From an optimization exercise on the open Yosys and OpenROAD flow, aimed at small area and a short achievable clock period; shortcuts taken in it are not production practice.
RTL that was checked went through simulation tests only; none was proved equivalent to the original.

Design FPUFMAPipe, start of the top module:
module FPUFMAPipe(
  input         clock,
                reset,
                io_in_valid,
                io_in_bits_ren3,
                io_in_bits_swap23,
  input  [2:0]  io_in_bits_rm,
  input  [1:0]  io_in_bits_fmaCmd,
  input  [64:0] io_in_bits_in1,
                io_in_bits_in2,
                io_in_bits_in3,
  output        io_out_valid,
  output [64:0] io_out_bits_data,
  output [4:0]  io_out_bits_exc
);
clock: 16.0 ns
lec_check: 0
abc_area: 1
cap_margin: 20
core_margin: 2
core_utilization: 38
slew_margin: 20
standard.sh (not shown) runs the stock make flow with config.mk's settings and CLKGATE_MAP_FILE= SYNTH_SCRIPT=/design/flow/synth_recipe.tcl, a recipe that flattens the netlist after the stock synthesis.
==> flow/flow/run.sh <==
#!/bin/bash
# The standard layout (standard synthesis, floorplan, placement, CTS, routing),
# with ORFS's setup repair asked to leave extra setup slack so that it upsizes and
# buffers the slowest paths. The make output goes to flow.log, and ORFS keeps each
# step's full log under orfs/logs/.
set -uo pipefail
bash standard.sh SETUP_SLACK_MARGIN=10.65 finish > flow.log 2>&1
Edit:
--- a/flow/design.v
+++ b/flow/design.v
@@ -159,19 +159,18 @@
     e1_isInf <= e0_isInf;
     e1_addZeros <= e0_addZeros;
     e1_signK <= e0_signK;
     e1_signEn <= e0_signEn;
     e1_rm <= e0_rm;
   end
   wire [105:0] sum0, sum1;
   wire c105_0, c105_1;
-  wire sumIsM1;    
   fma_cpa cpa (.x(e1_r0[105:0]), .y(e1_r1[105:0]), .sum0(sum0), .sum1(sum1),
-               .cout0(c105_0), .cout1(c105_1), .pall(sumIsM1));
+               .cout0(c105_0), .cout1(c105_1));
   wire m106 = e1_r0[106] ^ e1_r1[106];
   wire mAR106_0 = m106 ^ c105_0;
   wire mAR106_1 = m106 ^ c105_1;
   wire [54:0] hiOnes;
   assign hiOnes[0] = 1'b1;
   genvar hi;
   generate
     for (hi = 1; hi < 55; hi = hi + 1) begin : hio
@@ -188,19 +187,17 @@
   wire [108:0] Yp = e1_doSub ? (e1_bit0 ? {T3_1, sum1, 1'b0} : {T3[1:0], sum0, 1'b1}) : Y;
   wire [108:0] notCDom_abs = nSign ? ~Y : Yp;
   wire [109:0] X = e1_CIsDom ? {CDom_absSigSum, 2'b00} : {1'b0, notCDom_abs};
   wire [5:0] ndPos, ndNeg;
   wire anyPos, anyNeg;
   fma_lzc_pairs lzcP (.x({1'b0, Yp}), .nd(ndPos), .any(anyPos));
   fma_lzc_pairs lzcN (.x({1'b0, ~Y}), .nd(ndNeg), .any(anyNeg));
   wire [5:0] nd = nSign ? ndNeg : ndPos;
-  wire t3IsM1 = (e1_high[1:0] == 2'h3) & ~m106 | (e1_high[1:0] == 2'h2) & m106;
-  wire signM1 = e1_high[2] ^ (e1_high[1] & e1_high[0] & m106);
-  wire complCanc = e1_bit0 & sumIsM1 & t3IsM1 & (signM1 | e1_doSub);
+  wire complCanc = nSign ? ~anyNeg & ~(|notCDom_abs[1:0]) : ~anyPos & ~(|Yp[1:0]);
   wire [6:0] sh = e1_CIsDom ? {1'b0, e1_CAlignDist} : {nd, 1'b0};
   wire e1_rmMin = e1_rm == 3'h2;
   wire rawSign = e1_signK | e1_signEn & (e1_CIsDom ? e1_signProd ^ e1_doSub
                                           : complCanc ? e1_rmMin : e1_signProd ^ nSign);
   wire rawIsZero = e1_addZeros | ~e1_CIsDom & complCanc;
   reg          v2;
   reg  [109:0] e2_X;
   reg  [6:0]   e2_sh;
@@ -3781,18 +3778,17 @@
   assign r1[106] = c3014;
 endmodule
 module fma_cpa(
   input [105:0] x,
   input [105:0] y,
   output [105:0] sum0,
   output [105:0] sum1,
   output cout0,
-  output cout1,
-  output pall
+  output cout1
 );
   wire [105:0] g0 = x & y;
   wire [105:0] p0 = x ^ y;
   wire G0_1 = g0[1] | (p0[1] & g0[0]);
   wire P0_1 = p0[1] & p0[0];
   wire G0_3 = g0[3] | (p0[3] & g0[2]);
   wire P0_3 = p0[3] & p0[2];
   wire G0_5 = g0[5] | (p0[5] & g0[4]);
@@ -4678,17 +4674,16 @@
   assign sum0[103] = p0[103] ^ G6_102;
   assign sum1[103] = p0[103] ^ (G6_102 | P6_102);
   assign sum0[104] = p0[104] ^ G6_103;
   assign sum1[104] = p0[104] ^ (G6_103 | P6_103);
   assign sum0[105] = p0[105] ^ G6_104;
   assign sum1[105] = p0[105] ^ (G6_104 | P6_104);
   assign cout0 = G6_105;
   assign cout1 = G6_105 | P6_105;
-  assign pall = P6_105;
 endmodule
 module fma_lzc_pairs(
   input [109:0] x,
   output [5:0] nd,
   output any
 );
   wire [63:0] v;
   assign v[0] = x[109] | x[108];
The new run produced a clean layout.
Register-to-register slack is worse by 130 ps.
Fmax decreases by 2.3%.
Routed wire length increases by 1.0%.
Cell area decreases by 1.2%.
Worst setup slack is worse by 130 ps.
Clock-buffer cell count increases by 16.
Area after synthesis decreases by 0.40%.
Sequential cell count is unchanged.
Utilization decreases by 0.41 points.
Only the layout flow was run in the second run of this note; the RTL was not checked for function there.

-- separate check: timing with driven ports --
No port has a modelled driver above. Below, the same layouts with a new extraction and two added sets of constraints. Step 1: set_driving_cell puts a clkbuf_16 on clock and a buf_2 on each other input, an assumption about the parent block. Step 2 moves the port delays by t, midway between the first and last clock arrival at a register: inputs arrive t later, outputs are due t later. That takes back most of the time a late clock gives input paths. a / b / c = no drivers / after step 1 / after step 2; a / b = the first two.
run	shift t [ns]	slack for setup (ns)	worst register clock-pin slew, ns
the first run	0.963	10.595 / 10.595 / 9.689	0.09 / 0.09
the second run	0.957	10.465 / 10.465 / 9.649	0.09 / 0.09
After both steps setup and hold are still met in every run listed. For the first run, which loses most, drivers alone change the setup slack by 0.000 ns; drivers and shift together by -0.906 ns.
